Source: an optimization exercise on an open RTL-to-GDS flow (aim: small area and a short achievable clock period). Production flows keep margins and buffers that such runs may drop. The RTL was checked by simulation tests, not by an equivalence proof against the original design.

## flow/design.v (module list and top-level ports; edited modules follow where they fit)
// module iir_DF1_Biquad: 1817 lines
// module iir_fa: 4 lines
// module iir_pg: 4 lines
// module iir_gp: 4 lines
// module iir_gg: 3 lines
// module iir_sr: 3 lines
module iir_DF1_Biquad (
  input clk,
  input rst,
  input signed [15:0] din,
  output signed [15:0] dout
);
  // ...
==> flow/run.sh <==
#!/bin/bash
# synth_recipe.tcl (not shown) runs the flow's synth.tcl, then flattens the netlist and writes it again
# the make line also repeats each setting of config.mk as NAME=value (left out here)
make -C /OpenROAD-flow-scripts/flow DESIGN_CONFIG=/design/flow/config.mk WORK_HOME=/design/flow/orfs CLKGATE_MAP_FILE= SYNTH_SCRIPT=/design/flow/synth_recipe.tcl finish
==> flow/config.mk <==
export PLATFORM = sky130hd
export DESIGN_NAME = iir_DF1_Biquad
export DESIGN_NICKNAME = iir_DF1_Biquad
export VERILOG_FILES = /design/flow/design.v
export SDC_FILE = /design/flow/constraint.sdc
export NUM_CORES = 4
export LEC_CHECK = 0
export CAP_MARGIN = 20
export CORE_MARGIN = 2
export CORE_UTILIZATION = 40
export CTS_BUF_LIST = sky130_fd_sc_hd__clkbuf_8
export SLEW_MARGIN = 20
export SYNTH_HIERARCHICAL = 1
export SYNTH_MINIMUM_KEEP_SIZE = 0
==> flow/constraint.sdc <==
create_clock -name core_clock -period 11.0 [get_ports {clk}]
set_input_delay 2.2000 -clock core_clock [delete_from_list [all_inputs] [get_ports {clk}]]
set_output_delay 2.2000 -clock core_clock [all_outputs]
set_load 0.01 [all_outputs]
==> impl_summary.log, run 1 <==
[metrics] Critical R2R Capture: y[14]$_DFF_P_
[metrics] drc violations: 0
[metrics] die outline area: 31000 µm²
[metrics] # rows: 63
[metrics] global-route congestion overflow total: 0
[metrics] cells after synthesis: 861
[metrics] post_cts resized: 0
[metrics] Setup violations, final: 0
[metrics] count of cells along the worst register-to-register path: 13
[metrics] Seq/Total Area, Yosys: 22.3%
[metrics] ratio of cells with drive above 1 in the final layout: 4.91%
[metrics] Unique masters post-synth: 12
[metrics] FMAX: 206 MHz
[metrics] Multi-input comb cells: 561
[metrics] DIE HEIGHT: 176 µm
[metrics] met1 track utilization from global routing: 22.8%
[metrics] via count of the first global-routing pass: 7270
[metrics] capturing instance or port of the critical path: y[14]$_DFF_P_
[metrics] result of the run: complete, no violations
[metrics] layer with the highest usage: met2
[metrics] pin count of the biggest net entering global routing: 35
[metrics] WP buf/inv: 1
[metrics] synthesized-area fraction occupied by ao, oa, aoi and oai cells: 3.48%
[metrics] total half-perimeter wirelength after legalization and detailed placement: 20600 µm
[metrics] kind of start point of the critical path: flop
[metrics] slew at the pin closest to its max-slew limit: 1090 ps
[metrics] nets: 1347
[metrics] post-synthesis instance area: 11900 µm²
[metrics] setup slack of the worst register-to-register path: 6140 ps
[metrics] CTS Hold Bufs: 0
[metrics] final-layout clock buffer total: 18
[metrics] area share of the leading cell type in the synthesized netlist: 55.2%
[metrics] total routing usage reported by global routing: 18.2%
[metrics] number of enable-type register cells in the synthesized netlist: 0
[metrics] Horiz. Die Dim: 176 µm
==> run 2, diff against run 1 <==
--- a/flow/design.v
+++ b/flow/design.v
@@ -2,16 +2,17 @@
   input clk,
   input rst,
   input signed [15:0] din,
   output signed [15:0] dout
 );
   reg [15:0] y, xa, xb;
   reg rst_d;
   wire rst_y;
+  reg [15:0] yc;   
   reg c0_0;
   reg c1_0;
   reg c2_0;
   reg c0_1;
   reg c1_1;
   reg c2_1;
   reg c0_2;
   reg c1_2;
@@ -746,221 +747,221 @@
   wire s654;
   wire c655;
   wire s656;
   wire c657;
   wire s658;
   wire c659;
   wire s660;
   wire c661;
-  wire n662;
-  wire s663;
-  wire c664;
-  wire s665;
-  wire c666;
-  wire n667;
-  wire s668;
-  wire c669;
-  wire s670;
-  wire c671;
+  wire s662;
+  wire c663;
+  wire s664;
+  wire c665;
+  wire n666;
+  wire s667;
+  wire c668;
+  wire s669;
+  wire c670;
+  wire n671;
   wire s672;
   wire c673;
   wire s674;
   wire c675;
-  wire n676;
-  wire s677;
-  wire c678;
-  wire s679;
-  wire c680;
-  wire n681;
+  wire s676;
+  wire c677;
+  wire s678;
+  wire c679;
+  wire s680;
+  wire c681;
   wire s682;
   wire c683;
-  wire s684;
-  wire c685;
-  wire n686;
+  wire n684;
+  wire s685;
+  wire c686;
   wire s687;
   wire c688;
-  wire s689;
-  wire c690;
-  wire s691;
-  wire c692;
-  wire s693;
-  wire c694;
-  wire s695;
-  wire c696;
-  wire s697;
-  wire c698;
-  wire s699;
-  wire c700;
-  wire s701;
-  wire c702;
-  wire s703;
-  wire c704;
+  wire n689;
+  wire s690;
+  wire c691;
+  wire s692;
+  wire c693;
+  wire s694;
+  wire c695;
+  wire s696;
+  wire c697;
+  wire s698;
+  wire c699;
+  wire s700;
+  wire c701;
+  wire s702;
+  wire c703;
+  wire n704;
   wire s705;
   wire c706;
-  wire s707;
-  wire c708;
-  wire s709;
-  wire c710;
-  wire s711;
-  wire c712;
+  wire n707;
+  wire s708;
+  wire c709;
+  wire s710;
+  wire c711;
+  wire n712;
   wire s713;
   wire c714;
-  wire s715;
-  wire c716;
-  wire s717;
-  wire c718;
+  wire n715;
+  wire s716;
+  wire c717;
+  wire n718;
   wire s719;
   wire c720;
   wire s721;
   wire c722;
-  wire s723;
-  wire c724;
-  wire n725;
-  wire s726;
-  wire c727;
-  wire n728;
-  wire s729;
-  wire c730;
-  wire n731;
+  wire n723;
+  wire s724;
+  wire c725;
+  wire n726;
+  wire s727;
+  wire c728;
+  wire n729;
+  wire s730;
+  wire c731;
   wire s732;
   wire c733;
-  wire n734;
-  wire s735;
-  wire c736;
+  wire s734;
+  wire c735;
+  wire n736;
   wire s737;
   wire c738;
-  wire s739;
-  wire c740;
-  wire n741;
-  wire s742;
-  wire c743;
-  wire s744;
-  wire c745;
+  wire n739;
+  wire s740;
+  wire c741;
+  wire n742;
+  wire s743;
+  wire c744;
+  wire n745;
   wire s746;
   wire c747;
   wire n748;
   wire s749;
   wire c750;
   wire n751;
   wire s752;
   wire c753;
-  wire s754;
-  wire c755;
-  wire s756;
-  wire c757;
+  wire n754;
+  wire s755;
+  wire c756;
+  wire n757;
   wire s758;
   wire c759;
-  wire s760;
-  wire c761;
-  wire s762;
-  wire c763;
+  wire n760;
+  wire s761;
+  wire c762;
+  wire n763;
   wire s764;
   wire c765;
-  wire s766;
-  wire c767;
-  wire n768;
+  wire n766;
+  wire s767;
+  wire c768;
   wire s769;
   wire c770;
-  wire n771;
-  wire s772;
-  wire c773;
-  wire n774;
-  wire s775;
-  wire c776;
-  wire n777;
+  wire s771;
+  wire c772;
+  wire n773;
+  wire s774;
+  wire c775;
+  wire s776;
+  wire c777;
   wire s778;
   wire c779;
   wire n780;
   wire s781;
   wire c782;
   wire n783;
   wire s784;
   wire c785;
   wire n786;
   wire s787;
   wire c788;
-  wire s789;
-  wire c790;
-  wire s791;
-  wire c792;
-  wire n793;
-  wire s794;
-  wire c795;
-  wire n796;
-  wire s797;
-  wire c798;
-  wire n799;
-  wire s800;
-  wire c801;
-  wire n802;
-  wire s803;
-  wire c804;
-  wire n805;
-  wire s806;
-  wire c807;
-  wire n808;
-  wire s809;
-  wire c810;
-  wire n811;
-  wire s812;
-  wire c813;
-  wire n814;
-  wire s815;
-  wire c816;
-  wire n817;
-  wire s818;
-  wire c819;
-  wire n820;
-  wire s821;
-  wire c822;
-  wire n823;
-  wire s824;
-  wire c825;
-  wire n826;
-  wire s827;
-  wire c828;
-  wire n829;
-  wire s830;
-  wire c831;
-  wire n832;
-  wire s833;
-  wire c834;
-  wire n835;
-  wire s836;
-  wire c837;
-  wire n838;
-  wire s839;
-  wire c840;
-  wire n841;
-  wire s842;
-  wire c843;
+  wire n789;
+  wire s790;
+  wire c791;
+  wire n792;
+  wire s793;
+  wire c794;
+  wire n795;
+  wire s796;
+  wire c797;
+  wire n798;
+  wire s799;
+  wire c800;
+  wire n801;
+  wire s802;
+  wire c803;
+  wire n804;
+  wire s805;
+  wire c806;
+  wire n807;
+  wire s808;
+  wire c809;
+  wire n810;
+  wire s811;
+  wire c812;
+  wire n813;
+  wire s814;
+  wire c815;
+  wire n816;
+  wire s817;
+  wire c818;
+  wire n819;
+  wire s820;
+  wire c821;
+  wire n822;
+  wire s823;
+  wire c824;
+  wire n825;
+  wire s826;
+  wire c827;
+  wire n828;
+  wire s829;
+  wire c830;
+  wire n831;
+  wire s832;
+  wire c833;
+  wire n834;
+  wire s835;
+  wire c836;
+  wire n837;
+  wire s838;
+  wire c839;
+  wire n840;
+  wire s841;
+  wire c842;
+  wire n843;
   wire s844;
   wire c845;
   wire n846;
   wire s847;
   wire c848;
-  wire s849;
-  wire c850;
-  wire g851;
-  wire p852;
-  wire g853;
-  wire p854;
-  wire g855;
-  wire p856;
-  wire g857;
-  wire p858;
-  wire g859;
-  wire p860;
-  wire g861;
-  wire p862;
-  wire g863;
-  wire p864;
-  wire g865;
-  wire p866;
+  wire n849;
+  wire s850;
+  wire c851;
+  wire n852;
+  wire s853;
+  wire c854;
+  wire n855;
+  wire s856;
+  wire c857;
+  wire n858;
+  wire s859;
+  wire c860;
+  wire n861;
+  wire s862;
+  wire c863;
+  wire n864;
+  wire s865;
+  wire c866;
   wire g867;
   wire p868;
   wire g869;
   wire p870;
   wire g871;
   wire p872;
   wire g873;
   wire p874;
@@ -995,107 +996,123 @@
   wire g903;
   wire p904;
   wire g905;
   wire p906;
   wire g907;
   wire p908;
   wire g909;
   wire p910;
-  wire G911;
-  wire G912;
-  wire P913;
-  wire G914;
-  wire P915;
-  wire G916;
-  wire P917;
-  wire G918;
-  wire P919;
-  wire G920;
-  wire P921;
-  wire G922;
-  wire P923;
-  wire G924;
-  wire P925;
-  wire G926;
-  wire P927;
+  wire g911;
+  wire p912;
+  wire g913;
+  wire p914;
+  wire g915;
+  wire p916;
+  wire g917;
+  wire p918;
+  wire g919;
+  wire p920;
+  wire g921;
+  wire p922;
+  wire g923;
+  wire p924;
+  wire g925;
+  wire p926;
+  wire G927;
   wire G928;
   wire P929;
   wire G930;
   wire P931;
   wire G932;
   wire P933;
   wire G934;
   wire P935;
   wire G936;
   wire P937;
   wire G938;
-  wire G939;
-  wire P940;
-  wire G941;
-  wire P942;
-  wire G943;
-  wire P944;
-  wire G945;
-  wire P946;
-  wire G947;
-  wire P948;
-  wire G949;
-  wire P950;
-  wire G951;
-  wire P952;
-  wire G953;
-  wire P954;
+  wire P939;
+  wire G940;
+  wire P941;
+  wire G942;
+  wire P943;
+  wire G944;
+  wire P945;
+  wire G946;
+  wire P947;
+  wire G948;
+  wire P949;
+  wire G950;
+  wire P951;
+  wire G952;
+  wire P953;
+  wire G954;
   wire G955;
   wire P956;
   wire G957;
   wire P958;
   wire G959;
-  wire G960;
-  wire P961;
-  wire G962;
-  wire P963;
-  wire G964;
-  wire P965;
-  wire G966;
-  wire P967;
-  wire G968;
-  wire P969;
-  wire G970;
-  wire P971;
-  wire G972;
-  wire P973;
-  wire G974;
-  wire P975;
+  wire P960;
+  wire G961;
+  wire P962;
+  wire G963;
+  wire P964;
+  wire G965;
+  wire P966;
+  wire G967;
+  wire P968;
+  wire G969;
+  wire P970;
+  wire G971;
+  wire P972;
+  wire G973;
+  wire P974;
+  wire G975;
   wire G976;
-  wire G977;
+  wire P977;
   wire G978;
-  wire G979;
-  wire P980;
-  wire G981;
-  wire P982;
-  wire G983;
-  wire P984;
-  wire G985;
-  wire P986;
-  wire G987;
-  wire P988;
-  wire G989;
+  wire P979;
+  wire G980;
+  wire P981;
+  wire G982;
+  wire P983;
+  wire G984;
+  wire P985;
+  wire G986;
+  wire P987;
+  wire G988;
+  wire P989;
   wire G990;
-  wire G991;
+  wire P991;
   wire G992;
   wire G993;
   wire G994;
   wire G995;
-  wire G996;
+  wire P996;
   wire G997;
-  wire G998;
+  wire P998;
   wire G999;
-  wire G1000;
+  wire P1000;
   wire G1001;
+  wire P1002;
+  wire G1003;
+  wire P1004;
+  wire G1005;
+  wire G1006;
+  wire G1007;
+  wire G1008;
+  wire G1009;
+  wire G1010;
+  wire G1011;
+  wire G1012;
+  wire G1013;
+  wire G1014;
+  wire G1015;
+  wire G1016;
+  wire G1017;
   wire [29:14] s_sum;
   assign s1 = xb[15] ^ xb[12];
   assign c2 = xb[15] & xb[12];
   iir_fa us3 (.a(xb[4]), .b(xb[2]), .c(xb[0]), .s(s3), .co(c4));
   assign s5 = xa[6] ^ xb[7];
   assign c6 = xa[6] & ~xb[7];
   iir_fa us7 (.a(xb[5]), .b(xb[3]), .c(xb[1]), .s(s7), .co(c8));
   iir_fa us9 (.a(xa[7]), .b(xa[4]), .c(y[8]), .s(s9), .co(c10));
@@ -1431,296 +1448,312 @@
   assign n557 = ~c484;
   iir_fa us558 (.a(c482), .b(n557), .c(s485), .s(s558), .co(c559));
   assign n560 = ~c488;
   iir_fa us561 (.a(c486), .b(n560), .c(s489), .s(s561), .co(c562));
   iir_fa us563 (.a(s493), .b(c492), .c(s496), .s(s563), .co(c564));
   iir_fa us565 (.a(s498), .b(s500), .c(c494), .s(s565), .co(c566));
   assign n567 = ~c499;
   iir_fa us568 (.a(y[15]), .b(y[11]), .c(n567), .s(s568), .co(c569));
-  assign s570 = y[10] ^ y[7];
-  assign c571 = y[10] & y[7];
-  iir_fa us572 (.a(y[11]), .b(y[8]), .c(y[4]), .s(s572), .co(c573));
-  iir_fa us574 (.a(y[12]), .b(y[9]), .c(y[5]), .s(s574), .co(c575));
-  iir_fa us576 (.a(y[13]), .b(y[10]), .c(y[6]), .s(s576), .co(c577));
-  iir_fa us578 (.a(y[14]), .b(y[11]), .c(y[7]), .s(s578), .co(c579));
-  iir_fa us580 (.a(y[12]), .b(y[8]), .c(y[0]), .s(s580), .co(c581));
-  assign s582 = y[15] ^ y[5];
-  assign c583 = y[15] | y[5];
-  iir_fa us584 (.a(y[13]), .b(y[9]), .c(y[1]), .s(s584), .co(c585));
-  assign s586 = c0_16 ^ y[6];
-  assign c587 = c0_16 & ~y[6];
-  iir_fa us588 (.a(y[14]), .b(y[10]), .c(y[2]), .s(s588), .co(c589));
-  assign s590 = c0_17 ^ y[7];
-  assign c591 = c0_17 & ~y[7];
-  iir_fa us592 (.a(y[11]), .b(y[3]), .c(c0_18), .s(s592), .co(c593));
-  assign s594 = y[15] ^ y[8];
-  assign c595 = y[15] | y[8];
-  iir_fa us596 (.a(y[12]), .b(y[4]), .c(c0_19), .s(s596), .co(c597));
-  assign s598 = y[13] ^ y[10];
-  assign c599 = y[13] & ~y[10];
-  assign s600 = y[14] ^ y[11];
-  assign c601 = y[14] & ~y[11];
-  assign s602 = y[15] ^ y[12];
-  assign c603 = y[15] | y[12];
-  assign s604 = y[3] ^ y[0];
-  assign c605 = y[3] & y[0];
-  iir_fa us606 (.a(y[4]), .b(y[1]), .c(c0_4), .s(s606), .co(c607));
-  iir_fa us608 (.a(y[5]), .b(y[2]), .c(c0_5), .s(s608), .co(c609));
-  iir_fa us610 (.a(y[6]), .b(y[3]), .c(c0_6), .s(s610), .co(c611));
-  iir_fa us612 (.a(y[7]), .b(y[4]), .c(y[0]), .s(s612), .co(c613));
+  assign s570 = yc[10] ^ yc[7];
+  assign c571 = yc[10] | yc[7];
+  iir_fa us572 (.a(yc[1]), .b(c0_11), .c(c1_11), .s(s572), .co(c573));
+  iir_fa us574 (.a(yc[2]), .b(c0_12), .c(c1_12), .s(s574), .co(c575));
+  iir_fa us576 (.a(yc[3]), .b(c0_13), .c(c1_13), .s(s576), .co(c577));
+  iir_fa us578 (.a(yc[4]), .b(c0_14), .c(c1_14), .s(s578), .co(c579));
+  iir_fa us580 (.a(yc[15]), .b(yc[5]), .c(c0_15), .s(s580), .co(c581));
+  assign s582 = yc[12] ^ yc[8];
+  assign c583 = yc[12] | yc[8];
+  iir_fa us584 (.a(yc[6]), .b(c0_16), .c(c1_16), .s(s584), .co(c585));
+  assign s586 = yc[13] ^ yc[9];
+  assign c587 = yc[13] | yc[9];
+  iir_fa us588 (.a(yc[7]), .b(c0_17), .c(c1_17), .s(s588), .co(c589));
+  assign s590 = yc[14] ^ yc[10];
+  assign c591 = yc[14] | yc[10];
+  iir_fa us592 (.a(yc[15]), .b(yc[8]), .c(c0_18), .s(s592), .co(c593));
+  assign s594 = yc[11] ^ yc[3];
+  assign c595 = yc[11] | yc[3];
+  iir_fa us596 (.a(yc[9]), .b(c0_19), .c(c1_19), .s(s596), .co(c597));
+  assign s598 = yc[10] ^ yc[13];
+  assign c599 = yc[10] & ~yc[13];
+  assign s600 = yc[11] ^ yc[14];
+  assign c601 = yc[11] & ~yc[14];
+  assign s602 = yc[15] ^ yc[12];
+  assign c603 = yc[15] & yc[12];
+  assign s604 = yc[3] ^ yc[0];
+  assign c605 = yc[3] | yc[0];
+  iir_fa us606 (.a(yc[4]), .b(yc[1]), .c(c2_4), .s(s606), .co(c607));
+  iir_fa us608 (.a(yc[5]), .b(yc[2]), .c(c2_5), .s(s608), .co(c609));
+  iir_fa us610 (.a(yc[6]), .b(yc[3]), .c(c2_6), .s(s610), .co(c611));
+  iir_fa us612 (.a(yc[7]), .b(yc[4]), .c(yc[0]), .s(s612), .co(c613));
   assign s614 = c0_7 ^ c1_7;
   assign c615 = c0_7 & c1_7;
-  iir_fa us616 (.a(y[8]), .b(y[5]), .c(y[1]), .s(s616), .co(c617));
+  iir_fa us616 (.a(yc[8]), .b(yc[5]), .c(yc[1]), .s(s616), .co(c617));
   assign n618 = ~c2_8;
   iir_fa us619 (.a(c0_8), .b(c1_8), .c(n618), .s(s619), .co(c620));
-  iir_fa us621 (.a(y[9]), .b(y[6]), .c(y[2]), .s(s621), .co(c622));
+  iir_fa us621 (.a(yc[9]), .b(yc[6]), .c(yc[2]), .s(s621), .co(c622));
   assign n623 = ~c2_9;
   iir_fa us624 (.a(c0_9), .b(c1_9), .c(n623), .s(s624), .co(c625));
-  iir_fa us626 (.a(y[3]), .b(c0_10), .c(c1_10), .s(s626), .co(c627));
+  iir_fa us626 (.a(yc[0]), .b(c0_10), .c(c1_10), .s(s626), .co(c627));
   assign n628 = ~s570;
-  iir_fa us629 (.a(y[0]), .b(c2_10), .c(n628), .s(s629), .co(c630));
-  iir_fa us631 (.a(c0_11), .b(c1_11), .c(c571), .s(s631), .co(c632));
+  iir_fa us629 (.a(yc[3]), .b(c2_10), .c(n628), .s(s629), .co(c630));
+  iir_fa us631 (.a(yc[11]), .b(yc[8]), .c(yc[4]), .s(s631), .co(c632));
   assign n633 = ~s572;
-  iir_fa us634 (.a(y[1]), .b(c2_11), .c(n633), .s(s634), .co(c635));
-  iir_fa us636 (.a(c0_12), .b(c1_12), .c(c573), .s(s636), .co(c637));
-  assign n638 = ~s574;
-  iir_fa us639 (.a(y[2]), .b(c2_12), .c(n638), .s(s639), .co(c640));
-  iir_fa us641 (.a(c0_13), .b(c1_13), .c(c575), .s(s641), .co(c642));
-  assign n643 = ~s576;
-  iir_fa us644 (.a(y[3]), .b(c2_13), .c(n643), .s(s644), .co(c645));
-  iir_fa us646 (.a(c0_14), .b(c1_14), .c(c577), .s(s646), .co(c647));
-  assign n648 = ~s578;
-  iir_fa us649 (.a(y[4]), .b(c2_14), .c(n648), .s(s649), .co(c650));
-  iir_fa us651 (.a(c0_15), .b(c1_15), .c(s582), .s(s651), .co(c652));
-  assign n653 = ~c2_15;
-  iir_fa us654 (.a(n653), .b(c579), .c(s580), .s(s654), .co(c655));
-  iir_fa us656 (.a(c1_16), .b(c581), .c(s584), .s(s656), .co(c657));
-  iir_fa us658 (.a(c2_16), .b(c583), .c(s586), .s(s658), .co(c659));
-  iir_fa us660 (.a(c1_17), .b(c587), .c(c585), .s(s660), .co(c661));
-  assign n662 = ~s588;
-  iir_fa us663 (.a(c2_17), .b(s590), .c(n662), .s(s663), .co(c664));
-  iir_fa us665 (.a(c1_18), .b(c591), .c(s594), .s(s665), .co(c666));
-  assign n667 = ~c2_18;
-  iir_fa us668 (.a(n667), .b(c589), .c(s592), .s(s668), .co(c669));
-  iir_fa us670 (.a(c1_19), .b(c593), .c(s596), .s(s670), .co(c671));
-  iir_fa us672 (.a(y[9]), .b(c2_19), .c(c595), .s(s672), .co(c673));
-  iir_fa us674 (.a(y[5]), .b(c0_20), .c(c1_20), .s(s674), .co(c675));
-  assign n676 = ~c597;
-  iir_fa us677 (.a(c2_20), .b(s598), .c(n676), .s(s677), .co(c678));
-  iir_fa us679 (.a(y[6]), .b(c0_21), .c(c1_21), .s(s679), .co(c680));
-  assign n681 = ~c599;
-  iir_fa us682 (.a(c2_21), .b(n681), .c(s600), .s(s682), .co(c683));
-  iir_fa us684 (.a(y[7]), .b(c0_22), .c(c1_22), .s(s684), .co(c685));
-  assign n686 = ~c2_22;
-  iir_fa us687 (.a(n686), .b(c601), .c(s602), .s(s687), .co(c688));
-  iir_fa us689 (.a(y[8]), .b(c0_23), .c(c2_23), .s(s689), .co(c690));
-  iir_fa us691 (.a(y[13]), .b(c1_23), .c(c603), .s(s691), .co(c692));
-  iir_fa us693 (.a(y[14]), .b(c0_24), .c(c1_24), .s(s693), .co(c694));
-  assign s695 = y[9] ^ c2_24;
-  assign c696 = y[9] & ~c2_24;
-  iir_fa us697 (.a(y[15]), .b(y[10]), .c(c2_25), .s(s697), .co(c698));
-  assign s699 = c0_25 ^ c1_25;
-  assign c700 = c0_25 | c1_25;
-  assign s701 = y[11] ^ c0_26;
-  assign c702 = y[11] & ~c0_26;
-  assign s703 = y[0] ^ c0_0;
-  assign c704 = y[0] & ~c0_0;
-  iir_fa us705 (.a(y[1]), .b(c0_1), .c(c1_1), .s(s705), .co(c706));
-  iir_fa us707 (.a(y[2]), .b(c0_2), .c(c2_2), .s(s707), .co(c708));
-  iir_fa us709 (.a(c1_3), .b(c2_3), .c(s604), .s(s709), .co(c710));
-  iir_fa us711 (.a(c1_4), .b(c605), .c(s606), .s(s711), .co(c712));
-  iir_fa us713 (.a(c1_5), .b(c607), .c(s608), .s(s713), .co(c714));
-  iir_fa us715 (.a(c1_6), .b(c609), .c(s610), .s(s715), .co(c716));
-  iir_fa us717 (.a(s614), .b(c611), .c(s612), .s(s717), .co(c718));
-  iir_fa us719 (.a(c615), .b(c613), .c(s616), .s(s719), .co(c720));
-  iir_fa us721 (.a(c617), .b(c620), .c(s621), .s(s721), .co(c722));
-  iir_fa us723 (.a(c622), .b(c625), .c(s626), .s(s723), .co(c724));
-  assign n725 = ~c630;
-  iir_fa us726 (.a(c627), .b(n725), .c(s631), .s(s726), .co(c727));
-  assign n728 = ~c635;
-  iir_fa us729 (.a(c632), .b(s636), .c(n728), .s(s729), .co(c730));
-  assign n731 = ~c640;
-  iir_fa us732 (.a(c637), .b(s641), .c(n731), .s(s732), .co(c733));
-  assign n734 = ~c645;
-  iir_fa us735 (.a(c642), .b(s646), .c(n734), .s(s735), .co(c736));
-  iir_fa us737 (.a(s651), .b(c647), .c(s654), .s(s737), .co(c738));
-  iir_fa us739 (.a(c652), .b(c655), .c(s656), .s(s739), .co(c740));
-  assign n741 = ~c659;
-  iir_fa us742 (.a(n741), .b(c657), .c(s660), .s(s742), .co(c743));
-  iir_fa us744 (.a(s665), .b(c661), .c(s668), .s(s744), .co(c745));
-  iir_fa us746 (.a(c666), .b(c669), .c(s670), .s(s746), .co(c747));
-  assign n748 = ~c673;
-  iir_fa us749 (.a(s674), .b(n748), .c(c671), .s(s749), .co(c750));
-  assign n751 = ~s682;
-  iir_fa us752 (.a(c675), .b(s679), .c(n751), .s(s752), .co(c753));
-  iir_fa us754 (.a(c680), .b(s684), .c(s687), .s(s754), .co(c755));
-  iir_fa us756 (.a(c685), .b(s689), .c(c688), .s(s756), .co(c757));
-  iir_fa us758 (.a(s695), .b(s693), .c(c692), .s(s758), .co(c759));
-  iir_fa us760 (.a(c696), .b(s699), .c(s697), .s(s760), .co(c761));
-  iir_fa us762 (.a(c1_26), .b(c700), .c(s701), .s(s762), .co(c763));
-  assign s764 = y[12] ^ c702;
-  assign c765 = y[12] | c702;
-  assign s766 = c1_0 ^ c2_0;
-  assign c767 = c1_0 & ~c2_0;
-  assign n768 = ~c2_1;
-  iir_fa us769 (.a(n768), .b(c704), .c(s705), .s(s769), .co(c770));
-  assign n771 = ~c1_2;
-  iir_fa us772 (.a(n771), .b(c706), .c(s707), .s(s772), .co(c773));
-  assign n774 = ~c0_3;
-  iir_fa us775 (.a(n774), .b(c708), .c(s709), .s(s775), .co(c776));
-  assign n777 = ~c2_4;
-  iir_fa us778 (.a(n777), .b(c710), .c(s711), .s(s778), .co(c779));
-  assign n780 = ~c2_5;
-  iir_fa us781 (.a(n780), .b(c712), .c(s713), .s(s781), .co(c782));
-  assign n783 = ~c2_6;
-  iir_fa us784 (.a(n783), .b(c714), .c(s715), .s(s784), .co(c785));
-  assign n786 = ~c2_7;
-  iir_fa us787 (.a(n786), .b(c716), .c(s717), .s(s787), .co(c788));
-  iir_fa us789 (.a(s619), .b(c718), .c(s719), .s(s789), .co(c790));
-  iir_fa us791 (.a(s624), .b(c720), .c(s721), .s(s791), .co(c792));
-  assign n793 = ~s629;
-  iir_fa us794 (.a(n793), .b(c722), .c(s723), .s(s794), .co(c795));
-  assign n796 = ~s634;
-  iir_fa us797 (.a(c724), .b(n796), .c(s726), .s(s797), .co(c798));
-  assign n799 = ~s639;
-  iir_fa us800 (.a(n799), .b(c727), .c(s729), .s(s800), .co(c801));
-  assign n802 = ~s644;
-  iir_fa us803 (.a(n802), .b(c730), .c(s732), .s(s803), .co(c804));
-  assign n805 = ~s649;
-  iir_fa us806 (.a(n805), .b(c733), .c(s735), .s(s806), .co(c807));
-  assign n808 = ~c650;
-  iir_fa us809 (.a(n808), .b(c736), .c(s737), .s(s809), .co(c810));
-  assign n811 = ~s658;
-  iir_fa us812 (.a(n811), .b(c738), .c(s739), .s(s812), .co(c813));
-  assign n814 = ~s663;
-  iir_fa us815 (.a(n814), .b(c740), .c(s742), .s(s815), .co(c816));
-  assign n817 = ~c664;
-  iir_fa us818 (.a(n817), .b(c743), .c(s744), .s(s818), .co(c819));
-  assign n820 = ~s672;
-  iir_fa us821 (.a(n820), .b(c745), .c(s746), .s(s821), .co(c822));
-  assign n823 = ~s677;
-  iir_fa us824 (.a(n823), .b(c747), .c(s749), .s(s824), .co(c825));
-  assign n826 = ~c678;
-  iir_fa us827 (.a(n826), .b(c750), .c(s752), .s(s827), .co(c828));
-  assign n829 = ~c683;
-  iir_fa us830 (.a(n829), .b(s754), .c(c753), .s(s830), .co(c831));
-  assign n832 = ~s691;
-  iir_fa us833 (.a(n832), .b(c755), .c(s756), .s(s833), .co(c834));
-  assign n835 = ~s758;
-  iir_fa us836 (.a(c690), .b(c757), .c(n835), .s(s836), .co(c837));
-  assign n838 = ~s760;
-  iir_fa us839 (.a(c694), .b(n838), .c(c759), .s(s839), .co(c840));
-  assign n841 = ~s762;
-  iir_fa us842 (.a(c698), .b(n841), .c(c761), .s(s842), .co(c843));
-  iir_fa us844 (.a(c1_27), .b(s764), .c(c763), .s(s844), .co(c845));
-  assign n846 = ~c765;
-  iir_fa us847 (.a(y[13]), .b(c1_28), .c(n846), .s(s847), .co(c848));
-  iir_fa us849 (.a(y[13]), .b(y[14]), .c(c0_29), .s(s849), .co(c850));
-  iir_pg ug851 (.a(~s766), .b(~s703), .g(g851), .p(p852));
-  iir_pg ug853 (.a(c767), .b(s769), .g(g853), .p(p854));
-  iir_pg ug855 (.a(c770), .b(s772), .g(g855), .p(p856));
-  iir_pg ug857 (.a(c773), .b(s775), .g(g857), .p(p858));
-  iir_pg ug859 (.a(c776), .b(s778), .g(g859), .p(p860));
-  iir_pg ug861 (.a(c779), .b(s781), .g(g861), .p(p862));
-  iir_pg ug863 (.a(c782), .b(s784), .g(g863), .p(p864));
-  iir_pg ug865 (.a(c785), .b(s787), .g(g865), .p(p866));
-  iir_pg ug867 (.a(c788), .b(s789), .g(g867), .p(p868));
-  iir_pg ug869 (.a(c790), .b(s791), .g(g869), .p(p870));
-  iir_pg ug871 (.a(c792), .b(s794), .g(g871), .p(p872));
-  iir_pg ug873 (.a(c795), .b(s797), .g(g873), .p(p874));
-  iir_pg ug875 (.a(c798), .b(s800), .g(g875), .p(p876));
-  iir_pg ug877 (.a(c801), .b(s803), .g(g877), .p(p878));
-  iir_pg ug879 (.a(c804), .b(s806), .g(g879), .p(p880));
-  iir_pg ug881 (.a(c807), .b(s809), .g(g881), .p(p882));
-  iir_pg ug883 (.a(c810), .b(s812), .g(g883), .p(p884));
-  iir_pg ug885 (.a(c813), .b(s815), .g(g885), .p(p886));
-  iir_pg ug887 (.a(c816), .b(s818), .g(g887), .p(p888));
-  iir_pg ug889 (.a(c819), .b(s821), .g(g889), .p(p890));
-  iir_pg ug891 (.a(c822), .b(s824), .g(g891), .p(p892));
-  iir_pg ug893 (.a(c825), .b(s827), .g(g893), .p(p894));
-  iir_pg ug895 (.a(c828), .b(s830), .g(g895), .p(p896));
-  iir_pg ug897 (.a(c831), .b(s833), .g(g897), .p(p898));
-  iir_pg ug899 (.a(c834), .b(s836), .g(g899), .p(p900));
-  iir_pg ug901 (.a(c837), .b(~s839), .g(g901), .p(p902));
-  iir_pg ug903 (.a(~c840), .b(s842), .g(g903), .p(p904));
-  iir_pg ug905 (.a(c843), .b(~s844), .g(g905), .p(p906));
-  iir_pg ug907 (.a(~c845), .b(~s847), .g(g907), .p(p908));
-  iir_pg ug909 (.a(~c848), .b(s849), .g(g909), .p(p910));
-  iir_gg uG911 (.gh(g853), .ph(p854), .gl(g851), .g(G911));
-  iir_gp uG912 (.gh(g857), .ph(p858), .gl(g855), .pl(p856), .g(G912), .p(P913));
-  iir_gp uG914 (.gh(g861), .ph(p862), .gl(g859), .pl(p860), .g(G914), .p(P915));
-  iir_gp uG916 (.gh(g865), .ph(p866), .gl(g863), .pl(p864), .g(G916), .p(P917));
-  iir_gp uG918 (.gh(g869), .ph(p870), .gl(g867), .pl(p868), .g(G918), .p(P919));
-  iir_gp uG920 (.gh(g873), .ph(p874), .gl(g871), .pl(p872), .g(G920), .p(P921));
-  iir_gp uG922 (.gh(g877), .ph(p878), .gl(g875), .pl(p876), .g(G922), .p(P923));
-  iir_gp uG924 (.gh(g881), .ph(p882), .gl(g879), .pl(p880), .g(G924), .p(P925));
-  iir_gp uG926 (.gh(g885), .ph(p886), .gl(g883), .pl(p884), .g(G926), .p(P927));
-  iir_gp uG928 (.gh(g889), .ph(p890), .gl(g887), .pl(p888), .g(G928), .p(P929));
-  iir_gp uG930 (.gh(g893), .ph(p894), .gl(g891), .pl(p892), .g(G930), .p(P931));
-  iir_gp uG932 (.gh(g897), .ph(p898), .gl(g895), .pl(p896), .g(G932), .p(P933));
-  iir_gp uG934 (.gh(g901), .ph(p902), .gl(g899), .pl(p900), .g(G934), .p(P935));
-  iir_gp uG936 (.gh(g905), .ph(p906), .gl(g903), .pl(p904), .g(G936), .p(P937));
-  iir_gg uG938 (.gh(G912), .ph(P913), .gl(G911), .g(G938));
-  iir_gp uG939 (.gh(G916), .ph(P917), .gl(G914), .pl(P915), .g(G939), .p(P940));
-  iir_gp uG941 (.gh(G920), .ph(P921), .gl(G918), .pl(P919), .g(G941), .p(P942));
-  iir_gp uG943 (.gh(g879), .ph(p880), .gl(G922), .pl(P923), .g(G943), .p(P944));
-  iir_gp uG945 (.gh(G924), .ph(P925), .gl(G922), .pl(P923), .g(G945), .p(P946));
-  iir_gp uG947 (.gh(g887), .ph(p888), .gl(G926), .pl(P927), .g(G947), .p(P948));
-  iir_gp uG949 (.gh(G928), .ph(P929), .gl(G926), .pl(P927), .g(G949), .p(P950));
-  iir_gp uG951 (.gh(g895), .ph(p896), .gl(G930), .pl(P931), .g(G951), .p(P952));
-  iir_gp uG953 (.gh(G932), .ph(P933), .gl(G930), .pl(P931), .g(G953), .p(P954));
-  iir_gp uG955 (.gh(g903), .ph(p904), .gl(G934), .pl(P935), .g(G955), .p(P956));
+  iir_fa us634 (.a(c2_11), .b(c571), .c(n633), .s(s634), .co(c635));
+  iir_fa us636 (.a(yc[12]), .b(yc[9]), .c(yc[5]), .s(s636), .co(c637));
+  assign n638 = ~c2_12;
+  iir_fa us639 (.a(n638), .b(c573), .c(s574), .s(s639), .co(c640));
+  iir_fa us641 (.a(yc[13]), .b(yc[10]), .c(yc[6]), .s(s641), .co(c642));
+  assign n643 = ~c2_13;
+  iir_fa us644 (.a(n643), .b(c575), .c(s576), .s(s644), .co(c645));
+  iir_fa us646 (.a(yc[14]), .b(yc[11]), .c(yc[7]), .s(s646), .co(c647));
+  assign n648 = ~c2_14;
+  iir_fa us649 (.a(n648), .b(c577), .c(s578), .s(s649), .co(c650));
+  iir_fa us651 (.a(c1_15), .b(s582), .c(c579), .s(s651), .co(c652));
+  assign n653 = ~s580;
+  iir_fa us654 (.a(yc[0]), .b(c2_15), .c(n653), .s(s654), .co(c655));
+  iir_fa us656 (.a(s586), .b(c581), .c(s584), .s(s656), .co(c657));
+  iir_fa us658 (.a(yc[1]), .b(c2_16), .c(c583), .s(s658), .co(c659));
+  iir_fa us660 (.a(s590), .b(c585), .c(s588), .s(s660), .co(c661));
+  iir_fa us662 (.a(yc[2]), .b(c2_17), .c(c587), .s(s662), .co(c663));
+  iir_fa us664 (.a(c1_18), .b(s594), .c(c589), .s(s664), .co(c665));
+  assign n666 = ~s592;
+  iir_fa us667 (.a(c2_18), .b(c591), .c(n666), .s(s667), .co(c668));
+  iir_fa us669 (.a(yc[12]), .b(yc[4]), .c(c2_19), .s(s669), .co(c670));
+  assign n671 = ~c595;
+  iir_fa us672 (.a(n671), .b(c593), .c(s596), .s(s672), .co(c673));
+  iir_fa us674 (.a(c0_20), .b(c1_20), .c(c597), .s(s674), .co(c675));
+  iir_fa us676 (.a(yc[5]), .b(c2_20), .c(s598), .s(s676), .co(c677));
+  iir_fa us678 (.a(c0_21), .b(c1_21), .c(c599), .s(s678), .co(c679));
+  iir_fa us680 (.a(yc[6]), .b(c2_21), .c(s600), .s(s680), .co(c681));
+  iir_fa us682 (.a(c0_22), .b(c1_22), .c(c601), .s(s682), .co(c683));
+  assign n684 = ~s602;
+  iir_fa us685 (.a(yc[7]), .b(c2_22), .c(n684), .s(s685), .co(c686));
+  iir_fa us687 (.a(yc[13]), .b(c0_23), .c(c2_23), .s(s687), .co(c688));
+  assign n689 = ~c603;
+  iir_fa us690 (.a(yc[8]), .b(c1_23), .c(n689), .s(s690), .co(c691));
+  iir_fa us692 (.a(yc[9]), .b(c0_24), .c(c1_24), .s(s692), .co(c693));
+  assign s694 = yc[14] ^ c2_24;
+  assign c695 = yc[14] & ~c2_24;
+  iir_fa us696 (.a(yc[15]), .b(yc[10]), .c(c0_25), .s(s696), .co(c697));
+  assign s698 = c2_25 ^ c1_25;
+  assign c699 = c2_25 & ~c1_25;
+  assign s700 = yc[11] ^ c0_26;
+  assign c701 = yc[11] | c0_26;
+  assign s702 = yc[0] ^ c0_0;
+  assign c703 = yc[0] | c0_0;
+  assign n704 = ~yc[1];
+  iir_fa us705 (.a(n704), .b(c0_1), .c(c1_1), .s(s705), .co(c706));
+  assign n707 = ~c0_2;
+  iir_fa us708 (.a(yc[2]), .b(n707), .c(c1_2), .s(s708), .co(c709));
+  iir_fa us710 (.a(c1_3), .b(c2_3), .c(s604), .s(s710), .co(c711));
+  assign n712 = ~c605;
+  iir_fa us713 (.a(c0_4), .b(c1_4), .c(n712), .s(s713), .co(c714));
+  assign n715 = ~c607;
+  iir_fa us716 (.a(c0_5), .b(c1_5), .c(n715), .s(s716), .co(c717));
+  assign n718 = ~c609;
+  iir_fa us719 (.a(c0_6), .b(c1_6), .c(n718), .s(s719), .co(c720));
+  iir_fa us721 (.a(c2_7), .b(c611), .c(s612), .s(s721), .co(c722));
+  assign n723 = ~c615;
+  iir_fa us724 (.a(n723), .b(c613), .c(s616), .s(s724), .co(c725));
+  assign n726 = ~c620;
+  iir_fa us727 (.a(c617), .b(n726), .c(s621), .s(s727), .co(c728));
+  assign n729 = ~c622;
+  iir_fa us730 (.a(n729), .b(c625), .c(s626), .s(s730), .co(c731));
+  iir_fa us732 (.a(s631), .b(c630), .c(s634), .s(s732), .co(c733));
+  iir_fa us734 (.a(c632), .b(s636), .c(c635), .s(s734), .co(c735));
+  assign n736 = ~c640;
+  iir_fa us737 (.a(c637), .b(s641), .c(n736), .s(s737), .co(c738));
+  assign n739 = ~c645;
+  iir_fa us740 (.a(c642), .b(s646), .c(n739), .s(s740), .co(c741));
+  assign n742 = ~c647;
+  iir_fa us743 (.a(n742), .b(c650), .c(s651), .s(s743), .co(c744));
+  assign n745 = ~c652;
+  iir_fa us746 (.a(s658), .b(n745), .c(c655), .s(s746), .co(c747));
+  assign n748 = ~c657;
+  iir_fa us749 (.a(c659), .b(s662), .c(n748), .s(s749), .co(c750));
+  assign n751 = ~c663;
+  iir_fa us752 (.a(n751), .b(c661), .c(s664), .s(s752), .co(c753));
+  assign n754 = ~c665;
+  iir_fa us755 (.a(s669), .b(n754), .c(c668), .s(s755), .co(c756));
+  assign n757 = ~c673;
+  iir_fa us758 (.a(c670), .b(s676), .c(n757), .s(s758), .co(c759));
+  assign n760 = ~s678;
+  iir_fa us761 (.a(c677), .b(n760), .c(s680), .s(s761), .co(c762));
+  assign n763 = ~c681;
+  iir_fa us764 (.a(c679), .b(n763), .c(s682), .s(s764), .co(c765));
+  assign n766 = ~c686;
+  iir_fa us767 (.a(s687), .b(c683), .c(n766), .s(s767), .co(c768));
+  iir_fa us769 (.a(s694), .b(s692), .c(c691), .s(s769), .co(c770));
+  iir_fa us771 (.a(s698), .b(c693), .c(s696), .s(s771), .co(c772));
+  assign n773 = ~c1_26;
+  iir_fa us774 (.a(n773), .b(c699), .c(s700), .s(s774), .co(c775));
+  assign s776 = yc[12] ^ c1_27;
+  assign c777 = ~yc[12] | ~c1_27;
+  assign s778 = c1_0 ^ c2_0;
+  assign c779 = c1_0 & ~c2_0;
+  assign n780 = ~s705;
+  iir_fa us781 (.a(c2_1), .b(c703), .c(n780), .s(s781), .co(c782));
+  assign n783 = ~s708;
+  iir_fa us784 (.a(c2_2), .b(c706), .c(n783), .s(s784), .co(c785));
+  assign n786 = ~s710;
+  iir_fa us787 (.a(c0_3), .b(c709), .c(n786), .s(s787), .co(c788));
+  assign n789 = ~s606;
+  iir_fa us790 (.a(n789), .b(c711), .c(s713), .s(s790), .co(c791));
+  assign n792 = ~s608;
+  iir_fa us793 (.a(n792), .b(c714), .c(s716), .s(s793), .co(c794));
+  assign n795 = ~s610;
+  iir_fa us796 (.a(n795), .b(c717), .c(s719), .s(s796), .co(c797));
+  assign n798 = ~s721;
+  iir_fa us799 (.a(s614), .b(c720), .c(n798), .s(s799), .co(c800));
+  assign n801 = ~s619;
+  iir_fa us802 (.a(n801), .b(c722), .c(s724), .s(s802), .co(c803));
+  assign n804 = ~s624;
+  iir_fa us805 (.a(n804), .b(c725), .c(s727), .s(s805), .co(c806));
+  assign n807 = ~s730;
+  iir_fa us808 (.a(s629), .b(c728), .c(n807), .s(s808), .co(c809));
+  assign n810 = ~s732;
+  iir_fa us811 (.a(c627), .b(c731), .c(n810), .s(s811), .co(c812));
+  assign n813 = ~s639;
+  iir_fa us814 (.a(n813), .b(c733), .c(s734), .s(s814), .co(c815));
+  assign n816 = ~s644;
+  iir_fa us817 (.a(n816), .b(c735), .c(s737), .s(s817), .co(c818));
+  assign n819 = ~s649;
+  iir_fa us820 (.a(n819), .b(c738), .c(s740), .s(s820), .co(c821));
+  assign n822 = ~s743;
+  iir_fa us823 (.a(s654), .b(c741), .c(n822), .s(s823), .co(c824));
+  assign n825 = ~s746;
+  iir_fa us826 (.a(s656), .b(c744), .c(n825), .s(s826), .co(c827));
+  assign n828 = ~s660;
+  iir_fa us829 (.a(n828), .b(c747), .c(s749), .s(s829), .co(c830));
+  assign n831 = ~s752;
+  iir_fa us832 (.a(s667), .b(c750), .c(n831), .s(s832), .co(c833));
+  assign n834 = ~s755;
+  iir_fa us835 (.a(s672), .b(c753), .c(n834), .s(s835), .co(c836));
+  assign n837 = ~s674;
+  iir_fa us838 (.a(n837), .b(c756), .c(s758), .s(s838), .co(c839));
+  assign n840 = ~c675;
+  iir_fa us841 (.a(n840), .b(s761), .c(c759), .s(s841), .co(c842));
+  assign n843 = ~s764;
+  iir_fa us844 (.a(s685), .b(c762), .c(n843), .s(s844), .co(c845));
+  assign n846 = ~s690;
+  iir_fa us847 (.a(n846), .b(c765), .c(s767), .s(s847), .co(c848));
+  assign n849 = ~s769;
+  iir_fa us850 (.a(c688), .b(c768), .c(n849), .s(s850), .co(c851));
+  assign n852 = ~c695;
+  iir_fa us853 (.a(n852), .b(s771), .c(c770), .s(s853), .co(c854));
+  assign n855 = ~s774;
+  iir_fa us856 (.a(c697), .b(n855), .c(c772), .s(s856), .co(c857));
+  assign n858 = ~c775;
+  iir_fa us859 (.a(s776), .b(c701), .c(n858), .s(s859), .co(c860));
+  assign n861 = ~c1_28;
+  iir_fa us862 (.a(yc[13]), .b(n861), .c(c777), .s(s862), .co(c863));
+  assign n864 = ~c0_29;
+  iir_fa us865 (.a(yc[13]), .b(yc[14]), .c(n864), .s(s865), .co(c866));
+  iir_pg ug867 (.a(~s778), .b(s702), .g(g867), .p(p868));
+  iir_pg ug869 (.a(c779), .b(~s781), .g(g869), .p(p870));
+  iir_pg ug871 (.a(~c782), .b(s784), .g(g871), .p(p872));
+  iir_pg ug873 (.a(c785), .b(~s787), .g(g873), .p(p874));
+  iir_pg ug875 (.a(~c788), .b(s790), .g(g875), .p(p876));
+  iir_pg ug877 (.a(c791), .b(s793), .g(g877), .p(p878));
+  iir_pg ug879 (.a(c794), .b(s796), .g(g879), .p(p880));
+  iir_pg ug881 (.a(c797), .b(s799), .g(g881), .p(p882));
+  iir_pg ug883 (.a(c800), .b(~s802), .g(g883), .p(p884));
+  iir_pg ug885 (.a(~c803), .b(~s805), .g(g885), .p(p886));
+  iir_pg ug887 (.a(~c806), .b(~s808), .g(g887), .p(p888));
+  iir_pg ug889 (.a(~c809), .b(s811), .g(g889), .p(p890));
+  iir_pg ug891 (.a(c812), .b(~s814), .g(g891), .p(p892));
+  iir_pg ug893 (.a(~c815), .b(~s817), .g(g893), .p(p894));
+  iir_pg ug895 (.a(~c818), .b(~s820), .g(g895), .p(p896));
+  iir_pg ug897 (.a(~c821), .b(~s823), .g(g897), .p(p898));
+  iir_pg ug899 (.a(~c824), .b(s826), .g(g899), .p(p900));
+  iir_pg ug901 (.a(c827), .b(~s829), .g(g901), .p(p902));
+  iir_pg ug903 (.a(~c830), .b(~s832), .g(g903), .p(p904));
+  iir_pg ug905 (.a(~c833), .b(s835), .g(g905), .p(p906));
+  iir_pg ug907 (.a(c836), .b(~s838), .g(g907), .p(p908));
+  iir_pg ug909 (.a(~c839), .b(~s841), .g(g909), .p(p910));
+  iir_pg ug911 (.a(~c842), .b(~s844), .g(g911), .p(p912));
+  iir_pg ug913 (.a(~c845), .b(s847), .g(g913), .p(p914));
+  iir_pg ug915 (.a(c848), .b(s850), .g(g915), .p(p916));
+  iir_pg ug917 (.a(c851), .b(~s853), .g(g917), .p(p918));
+  iir_pg ug919 (.a(~c854), .b(~s856), .g(g919), .p(p920));
+  iir_pg ug921 (.a(~c857), .b(~s859), .g(g921), .p(p922));
+  iir_pg ug923 (.a(~c860), .b(s862), .g(g923), .p(p924));
+  iir_pg ug925 (.a(c863), .b(~s865), .g(g925), .p(p926));
+  iir_gg uG927 (.gh(g869), .ph(p870), .gl(g867), .g(G927));
+  iir_gp uG928 (.gh(g873), .ph(p874), .gl(g871), .pl(p872), .g(G928), .p(P929));
+  iir_gp uG930 (.gh(g877), .ph(p878), .gl(g875), .pl(p876), .g(G930), .p(P931));
+  iir_gp uG932 (.gh(g881), .ph(p882), .gl(g879), .pl(p880), .g(G932), .p(P933));
+  iir_gp uG934 (.gh(g885), .ph(p886), .gl(g883), .pl(p884), .g(G934), .p(P935));
+  iir_gp uG936 (.gh(g889), .ph(p890), .gl(g887), .pl(p888), .g(G936), .p(P937));
+  iir_gp uG938 (.gh(g893), .ph(p894), .gl(g891), .pl(p892), .g(G938), .p(P939));
+  iir_gp uG940 (.gh(g897), .ph(p898), .gl(g895), .pl(p896), .g(G940), .p(P941));
+  iir_gp uG942 (.gh(g901), .ph(p902), .gl(g899), .pl(p900), .g(G942), .p(P943));
+  iir_gp uG944 (.gh(g905), .ph(p906), .gl(g903), .pl(p904), .g(G944), .p(P945));
+  iir_gp uG946 (.gh(g909), .ph(p910), .gl(g907), .pl(p908), .g(G946), .p(P947));
+  iir_gp uG948 (.gh(g913), .ph(p914), .gl(g911), .pl(p912), .g(G948), .p(P949));
+  iir_gp uG950 (.gh(g917), .ph(p918), .gl(g915), .pl(p916), .g(G950), .p(P951));
+  iir_gp uG952 (.gh(g921), .ph(p922), .gl(g919), .pl(p920), .g(G952), .p(P953));
+  iir_gg uG954 (.gh(G928), .ph(P929), .gl(G927), .g(G954));
+  iir_gp uG955 (.gh(G932), .ph(P933), .gl(G930), .pl(P931), .g(G955), .p(P956));
   iir_gp uG957 (.gh(G936), .ph(P937), .gl(G934), .pl(P935), .g(G957), .p(P958));
-  iir_gg uG959 (.gh(G939), .ph(P940), .gl(G938), .g(G959));
-  iir_gp uG960 (.gh(G922), .ph(P923), .gl(G941), .pl(P942), .g(G960), .p(P961));
-  iir_gp uG962 (.gh(G943), .ph(P944), .gl(G941), .pl(P942), .g(G962), .p(P963));
-  iir_gp uG964 (.gh(G945), .ph(P946), .gl(G941), .pl(P942), .g(G964), .p(P965));
-  iir_gp uG966 (.gh(g891), .ph(p892), .gl(G949), .pl(P950), .g(G966), .p(P967));
-  iir_gp uG968 (.gh(G930), .ph(P931), .gl(G949), .pl(P950), .g(G968), .p(P969));
-  iir_gp uG970 (.gh(G951), .ph(P952), .gl(G949), .pl(P950), .g(G970), .p(P971));
-  iir_gp uG972 (.gh(G953), .ph(P954), .gl(G949), .pl(P950), .g(G972), .p(P973));
-  iir_gp uG974 (.gh(g907), .ph(p908), .gl(G957), .pl(P958), .g(G974), .p(P975));
-  iir_gg uG976 (.gh(G960), .ph(P961), .gl(G959), .g(G976));
-  iir_gg uG977 (.gh(G962), .ph(P963), .gl(G959), .g(G977));
-  iir_gg uG978 (.gh(G964), .ph(P965), .gl(G959), .g(G978));
-  iir_gp uG979 (.gh(g899), .ph(p900), .gl(G972), .pl(P973), .g(G979), .p(P980));
-  iir_gp uG981 (.gh(G934), .ph(P935), .gl(G972), .pl(P973), .g(G981), .p(P982));
-  iir_gp uG983 (.gh(G955), .ph(P956), .gl(G972), .pl(P973), .g(G983), .p(P984));
-  iir_gp uG985 (.gh(G957), .ph(P958), .gl(G972), .pl(P973), .g(G985), .p(P986));
-  iir_gp uG987 (.gh(G974), .ph(P975), .gl(G972), .pl(P973), .g(G987), .p(P988));
-  iir_gg uG989 (.gh(g883), .ph(p884), .gl(G978), .g(G989));
-  iir_gg uG990 (.gh(G926), .ph(P927), .gl(G978), .g(G990));
-  iir_gg uG991 (.gh(G947), .ph(P948), .gl(G978), .g(G991));
-  iir_gg uG992 (.gh(G949), .ph(P950), .gl(G978), .g(G992));
-  iir_gg uG993 (.gh(G966), .ph(P967), .gl(G978), .g(G993));
-  iir_gg uG994 (.gh(G968), .ph(P969), .gl(G978), .g(G994));
-  iir_gg uG995 (.gh(G970), .ph(P971), .gl(G978), .g(G995));
-  iir_gg uG996 (.gh(G972), .ph(P973), .gl(G978), .g(G996));
-  iir_gg uG997 (.gh(G979), .ph(P980), .gl(G978), .g(G997));
-  iir_gg uG998 (.gh(G981), .ph(P982), .gl(G978), .g(G998));
-  iir_gg uG999 (.gh(G983), .ph(P984), .gl(G978), .g(G999));
-  iir_gg uG1000 (.gh(G985), .ph(P986), .gl(G978), .g(G1000));
-  iir_gg uG1001 (.gh(G987), .ph(P988), .gl(G978), .g(G1001));
-  iir_sr us_sum_14 (.p(p880), .c(G976), .rst(rst_y), .s(s_sum[14]));
-  iir_sr us_sum_15 (.p(p882), .c(G977), .rst(rst_y), .s(s_sum[15]));
-  iir_sr us_sum_16 (.p(p884), .c(G978), .rst(rst_y), .s(s_sum[16]));
-  iir_sr us_sum_17 (.p(p886), .c(G989), .rst(rst_y), .s(s_sum[17]));
-  iir_sr us_sum_18 (.p(p888), .c(G990), .rst(rst_y), .s(s_sum[18]));
-  iir_sr us_sum_19 (.p(p890), .c(G991), .rst(rst_y), .s(s_sum[19]));
-  iir_sr us_sum_20 (.p(p892), .c(G992), .rst(rst_y), .s(s_sum[20]));
-  iir_sr us_sum_21 (.p(p894), .c(G993), .rst(rst_y), .s(s_sum[21]));
-  iir_sr us_sum_22 (.p(p896), .c(G994), .rst(rst_y), .s(s_sum[22]));
-  iir_sr us_sum_23 (.p(p898), .c(G995), .rst(rst_y), .s(s_sum[23]));
-  iir_sr us_sum_24 (.p(p900), .c(G996), .rst(rst_y), .s(s_sum[24]));
-  iir_sr us_sum_25 (.p(p902), .c(G997), .rst(rst_y), .s(s_sum[25]));
-  iir_sr us_sum_26 (.p(p904), .c(G998), .rst(rst_y), .s(s_sum[26]));
-  iir_sr us_sum_27 (.p(p906), .c(G999), .rst(rst_y), .s(s_sum[27]));
-  iir_sr us_sum_28 (.p(p908), .c(G1000), .rst(rst_y), .s(s_sum[28]));
-  iir_sr us_sum_29 (.p(p910), .c(G1001), .rst(rst_y), .s(s_sum[29]));
+  iir_gp uG959 (.gh(g895), .ph(p896), .gl(G938), .pl(P939), .g(G959), .p(P960));
+  iir_gp uG961 (.gh(G940), .ph(P941), .gl(G938), .pl(P939), .g(G961), .p(P962));
+  iir_gp uG963 (.gh(g903), .ph(p904), .gl(G942), .pl(P943), .g(G963), .p(P964));
+  iir_gp uG965 (.gh(G944), .ph(P945), .gl(G942), .pl(P943), .g(G965), .p(P966));
+  iir_gp uG967 (.gh(g911), .ph(p912), .gl(G946), .pl(P947), .g(G967), .p(P968));
+  iir_gp uG969 (.gh(G948), .ph(P949), .gl(G946), .pl(P947), .g(G969), .p(P970));
+  iir_gp uG971 (.gh(g919), .ph(p920), .gl(G950), .pl(P951), .g(G971), .p(P972));
+  iir_gp uG973 (.gh(G952), .ph(P953), .gl(G950), .pl(P951), .g(G973), .p(P974));
+  iir_gg uG975 (.gh(G955), .ph(P956), .gl(G954), .g(G975));
+  iir_gp uG976 (.gh(G938), .ph(P939), .gl(G957), .pl(P958), .g(G976), .p(P977));
+  iir_gp uG978 (.gh(G959), .ph(P960), .gl(G957), .pl(P958), .g(G978), .p(P979));
+  iir_gp uG980 (.gh(G961), .ph(P962), .gl(G957), .pl(P958), .g(G980), .p(P981));
+  iir_gp uG982 (.gh(g907), .ph(p908), .gl(G965), .pl(P966), .g(G982), .p(P983));
+  iir_gp uG984 (.gh(G946), .ph(P947), .gl(G965), .pl(P966), .g(G984), .p(P985));
+  iir_gp uG986 (.gh(G967), .ph(P968), .gl(G965), .pl(P966), .g(G986), .p(P987));
+  iir_gp uG988 (.gh(G969), .ph(P970), .gl(G965), .pl(P966), .g(G988), .p(P989));
+  iir_gp uG990 (.gh(g923), .ph(p924), .gl(G973), .pl(P974), .g(G990), .p(P991));
+  iir_gg uG992 (.gh(G976), .ph(P977), .gl(G975), .g(G992));
+  iir_gg uG993 (.gh(G978), .ph(P979), .gl(G975), .g(G993));
+  iir_gg uG994 (.gh(G980), .ph(P981), .gl(G975), .g(G994));
+  iir_gp uG995 (.gh(g915), .ph(p916), .gl(G988), .pl(P989), .g(G995), .p(P996));
+  iir_gp uG997 (.gh(G950), .ph(P951), .gl(G988), .pl(P989), .g(G997), .p(P998));
+  iir_gp uG999 (.gh(G971), .ph(P972), .gl(G988), .pl(P989), .g(G999), .p(P1000));
+  iir_gp uG1001 (.gh(G973), .ph(P974), .gl(G988), .pl(P989), .g(G1001), .p(P1002));
+  iir_gp uG1003 (.gh(G990), .ph(P991), .gl(G988), .pl(P989), .g(G1003), .p(P1004));
+  iir_gg uG1005 (.gh(g899), .ph(p900), .gl(G994), .g(G1005));
+  iir_gg uG1006 (.gh(G942), .ph(P943), .gl(G994), .g(G1006));
+  iir_gg uG1007 (.gh(G963), .ph(P964), .gl(G994), .g(G1007));
+  iir_gg uG1008 (.gh(G965), .ph(P966), .gl(G994), .g(G1008));
+  iir_gg uG1009 (.gh(G982), .ph(P983), .gl(G994), .g(G1009));
+  iir_gg uG1010 (.gh(G984), .ph(P985), .gl(G994), .g(G1010));
+  iir_gg uG1011 (.gh(G986), .ph(P987), .gl(G994), .g(G1011));
+  iir_gg uG1012 (.gh(G988), .ph(P989), .gl(G994), .g(G1012));
+  iir_gg uG1013 (.gh(G995), .ph(P996), .gl(G994), .g(G1013));
+  iir_gg uG1014 (.gh(G997), .ph(P998), .gl(G994), .g(G1014));
+  iir_gg uG1015 (.gh(G999), .ph(P1000), .gl(G994), .g(G1015));
+  iir_gg uG1016 (.gh(G1001), .ph(P1002), .gl(G994), .g(G1016));
+  iir_gg uG1017 (.gh(G1003), .ph(P1004), .gl(G994), .g(G1017));
+  iir_sr us_sum_14 (.p(p896), .c(G992), .rst(rst_y), .s(s_sum[14]));
+  iir_sr us_sum_15 (.p(p898), .c(G993), .rst(rst_y), .s(s_sum[15]));
+  iir_sr us_sum_16 (.p(p900), .c(G994), .rst(rst_y), .s(s_sum[16]));
+  iir_sr us_sum_17 (.p(p902), .c(G1005), .rst(rst_y), .s(s_sum[17]));
+  iir_sr us_sum_18 (.p(p904), .c(G1006), .rst(rst_y), .s(s_sum[18]));
+  iir_sr us_sum_19 (.p(p906), .c(G1007), .rst(rst_y), .s(s_sum[19]));
+  iir_sr us_sum_20 (.p(p908), .c(G1008), .rst(rst_y), .s(s_sum[20]));
+  iir_sr us_sum_21 (.p(p910), .c(G1009), .rst(rst_y), .s(s_sum[21]));
+  iir_sr us_sum_22 (.p(p912), .c(G1010), .rst(rst_y), .s(s_sum[22]));
+  iir_sr us_sum_23 (.p(p914), .c(G1011), .rst(rst_y), .s(s_sum[23]));
+  iir_sr us_sum_24 (.p(p916), .c(G1012), .rst(rst_y), .s(s_sum[24]));
+  iir_sr us_sum_25 (.p(p918), .c(G1013), .rst(rst_y), .s(s_sum[25]));
+  iir_sr us_sum_26 (.p(p920), .c(G1014), .rst(rst_y), .s(s_sum[26]));
+  iir_sr us_sum_27 (.p(p922), .c(G1015), .rst(rst_y), .s(s_sum[27]));
+  iir_sr us_sum_28 (.p(p924), .c(G1016), .rst(rst_y), .s(s_sum[28]));
+  iir_sr us_sum_29 (.p(p926), .c(G1017), .rst(rst_y), .s(s_sum[29]));
   always @(posedge clk) begin
     if (rst) begin
       xa <= 16'd0; xb <= 16'd0;
     end else begin
       xa <= din; xb <= xa;
     end
   end
   always @(posedge clk) begin
@@ -1807,27 +1840,36 @@
     c1_26 <= y[12];
     c1_27 <= y[13];
     c1_28 <= y[14];
     c0_29 <= y[15];
   end
   assign rst_y = rst | rst_d;
   always @(posedge clk) begin
     y <= s_sum[29:14];
+    yc <= ~s_sum[29:14];
   end
   assign dout = y;
 endmodule
 module iir_fa (input a, input b, input c, output s, output co);
   assign s = a ^ b ^ c;
   assign co = (a & b) | (c & (a ^ b));
 endmodule
 module iir_pg (input a, input b, output g, output p);
   assign g = a & b;
   assign p = a ^ b;
 endmodule
+module iir_pgn (input a, input b, output g, output p);
+  assign g = ~(a | b);
+  assign p = a ^ b;
+endmodule
+module iir_pgm (input a, input b, output g, output p);
+  assign g = a & ~b;
+  assign p = ~(a ^ b);
+endmodule
 module iir_gp (input gh, input ph, input gl, input pl, output g, output p);
   assign g = gh | (ph & gl);
   assign p = ph & pl;
 endmodule
 module iir_gg (input gh, input ph, input gl, output g);
   assign g = gh | (ph & gl);
 endmodule
 module iir_sr (input p, input c, input rst, output s);
==> flow/flow/run.sh (new file) <==
#!/bin/bash
# The standard layout (the standard.sh, standard synthesis unchanged) with two
# settings changed: clock tree synthesis inserts no dummy loads, and the port
# buffers are buf_2 cells instead of the default delay buffers.
set -euo pipefail
export CTS_ARGS="-sink_clustering_enable -repair_clock_nets -buf_list sky130_fd_sc_hd__clkbuf_8 -dont_use_dummy_load"
export BUFFER_PORTS_ARGS="-buffer_cell sky130_fd_sc_hd__buf_2"
bash standard.sh > standard.log 2>&1
==> flow/standard.sh (new file) <==
#!/bin/bash
# synth_recipe.tcl (not shown) runs the flow's synth.tcl, then flattens the netlist and writes it again
# the make line also repeats each setting of config.mk as NAME=value (left out here)
make -C /OpenROAD-flow-scripts/flow DESIGN_CONFIG=/design/flow/config.mk WORK_HOME=/design/flow/orfs CLKGATE_MAP_FILE= SYNTH_SCRIPT=/design/flow/synth_recipe.tcl "${@:-finish}"
==> flow/config.mk (replaced) <==
export PLATFORM = sky130hd
export DESIGN_NAME = iir_DF1_Biquad
export DESIGN_NICKNAME = iir_DF1_Biquad
export VERILOG_FILES = /design/flow/design.v
export SDC_FILE = /design/flow/constraint.sdc
export NUM_CORES = 4
export LEC_CHECK = 0
export CAP_MARGIN = 20
export CORE_MARGIN = 2
export CORE_UTILIZATION = 60
export CTS_BUF_LIST = sky130_fd_sc_hd__clkbuf_8
export PLACE_DENSITY = 0.8
export SLEW_MARGIN = 20
export SYNTH_HIERARCHICAL = 1
export SYNTH_MINIMUM_KEEP_SIZE = 0
removed: flow/run.sh
==> run 2 against run 1 <==
Via count increased by 9.4%. Worst setup slack improved by 420 ps. Highest routed layer unchanged. Die area decreased by 30%. Wire length increased by 5.8%.
==> impl_summary.log, run 2 <==
[metrics] Synth async-reset ratio: 0%
[metrics] post_cts resized: 0 (unchanged)
[metrics] post-synthesis instance area: 12400 µm² (+4.8%)
[metrics] global-route congestion overflow total: 0 (unchanged)
[metrics] Horiz. Die Dim: 148 µm (-16%)
[metrics] Min-Delay Path Depth: 0
[metrics] total half-perimeter wirelength after legalization and detailed placement: 22800 µm (+11%)
[metrics] # rows: 52 (-17%)
[metrics] CTS Hold Bufs: 0 (unchanged)
[metrics] drc violations: 0 (unchanged)
[metrics] Port Buf Inserts: 33
[metrics] total routing usage reported by global routing: 27.5% (+9.3 points)
[metrics] slew at the pin closest to its max-slew limit: 863 ps (-224 ps)
[metrics] area share of the leading cell type in the synthesized netlist: 52.7% (-2.5 points)
[metrics] Seq/Total Area, Yosys: 23.9% (+1.6 points)
[metrics] via total after detailed routing: 6780
[metrics] pin count of the biggest net entering global routing: 35 (unchanged)
[metrics] ratio of cells with drive above 1 in the final layout: 5.15% (+0.24 points)
[metrics] initial core utilization: 61.2%
[metrics] antenna diode count: 0
[metrics] setup slack of the worst register-to-register path: 6560 ps (+420 ps)
[metrics] via count of the first global-routing pass: 8119 (+12%)
[metrics] average routed wire per standard cell: 21.6 µm
[metrics] Unique masters post-synth: 12 (unchanged)
[metrics] number of pins exceeding their max-slew limit in the final report: 0
[metrics] DIE HEIGHT: 148 µm (-16%)
[metrics] FMAX: 225 MHz (+9.4%)
[metrics] nets: 1415 (+5.0%)
[metrics] result of the run: complete, no violations
[metrics] die outline area: 21900 µm² (-30%)
[metrics] Setup violations, final: 0 (unchanged)
[metrics] cells after synthesis: 942 (+9.4%)
[run 2: area by class of cell]
class | instances | area, µm²
clock buffers | 17 | 234
repair buffers | 34 | 173
multi-input cells | 561 | 8570
inverters | 230 | 863
fillers | 1468 | 7160
flip-flops and latches | 148 | 2960
well taps | 270 | 338
[run 2: path summary, 6_finish.rpt]
path / from / end
worst min register to register: xb[0]$_SDFF_PP0_ / c0_0$_DFF_P_
worst max register to register: yc[4]$_DFF_P_ / yc[3]$_DFF_P_
worst max-delay path: yc[4]$_DFF_P_ / yc[3]$_DFF_P_
worst min-delay path: xb[0]$_SDFF_PP0_ / c0_0$_DFF_P_
[run 2: worst max-delay path: cells and delay by family (launching register included)]
kind	cells	cell delay, ps
simple gates	4	650
xor+xnor	1	120
buf+inv	3	160
flops	1	590
fa+ha+maj	5	2190
compound gates	2	610
[run 2: modules after synthesis, one instance, submodules excluded]
module	cell area, µm²	times used	cells inside
iir_gg	7.51	19	1
iir_DF1_Biquad	4650	1	462
iir_pg	12.5	30	1
iir_gp	13.8	36	2
iir_sr	12.5	16	2
iir_fa	20.0	327	1
[run 2: kinds of logic (layout without fill, tap and decap cells)]
| logic type | count (synthesis) | count (layout) | synth area share, % |
|---|---|---|---|
| DFF | 148 | 148 | 23.9 |
| and+or+nand+nor | 85 | 85 | 3.96 |
| adders and majority gates | 405 | 405 | 60.6 |
| AOI/OAI and AO/OA | 55 | 55 | 3.33 |
| xor gates and xnor gates | 16 | 16 | 1.13 |
| buffers and inverters | 233 | 281 | 7.13 |
[run 2: metal layers]
layer | part of all wire, % | global-route usage (%) | up-vias
met3 | 7.5 | 6.54 | 95
li1 | - | - | 2832
met4 | 4.8 | 12.3 | 0
met5 | 0 | 0 | -
met1 | 35 | 32.9 | 3584
met2 | 52 | 47.7 | 269
[run 2: per-stage QoR]
| step | instances | setup slack, ps | util, % | cell area [µm²] |
|---|---|---|---|---|
| final | 1260 | 6560 | 64.7 | 13100 |
| after global routing | 1260 | 6390 | 64.7 | 13100 |
| after CTS | 1260 | 6550 | 64.7 | 13100 |
| after detailed placement | 1243 | 6550 | 63.6 | 12900 |
| after global placement | 1243 | 6680 | 63.6 | 12900 |
| after floorplan | 942 | 7020 | - | 12400 |

-- re-timing with driven ports --
How much do the figures lean on ideal ports? The routed layouts below were timed once more, with nothing changed but the port constraints.
Step 1, drivers: a clkbuf_16 drives clk and a buf_2 each remaining input, both assumed.
Step 2 moves the port delays by t, midway between the first and last clock arrival at a register: inputs arrive t later, outputs are due t later. That takes back most of the time a late clock gives input paths.
Slacks: ideal / step 1 / step 2; pairs: ideal / step 1.
| run | shift t [ns] | slack for setup (ns) | latest minus earliest clock arrival (ns) | worst slew at a driven data input, ns |
|---|---|---|---|---|
| run 1 | 0.490 | 6.144 / 6.144 / 6.144 | 0.012 / 0.012 | 0.04 |
| run 2 | 0.482 | 6.563 / 6.563 / 6.563 | 0.030 / 0.031 | 0.03 |
After both steps every run listed still meets setup and hold.
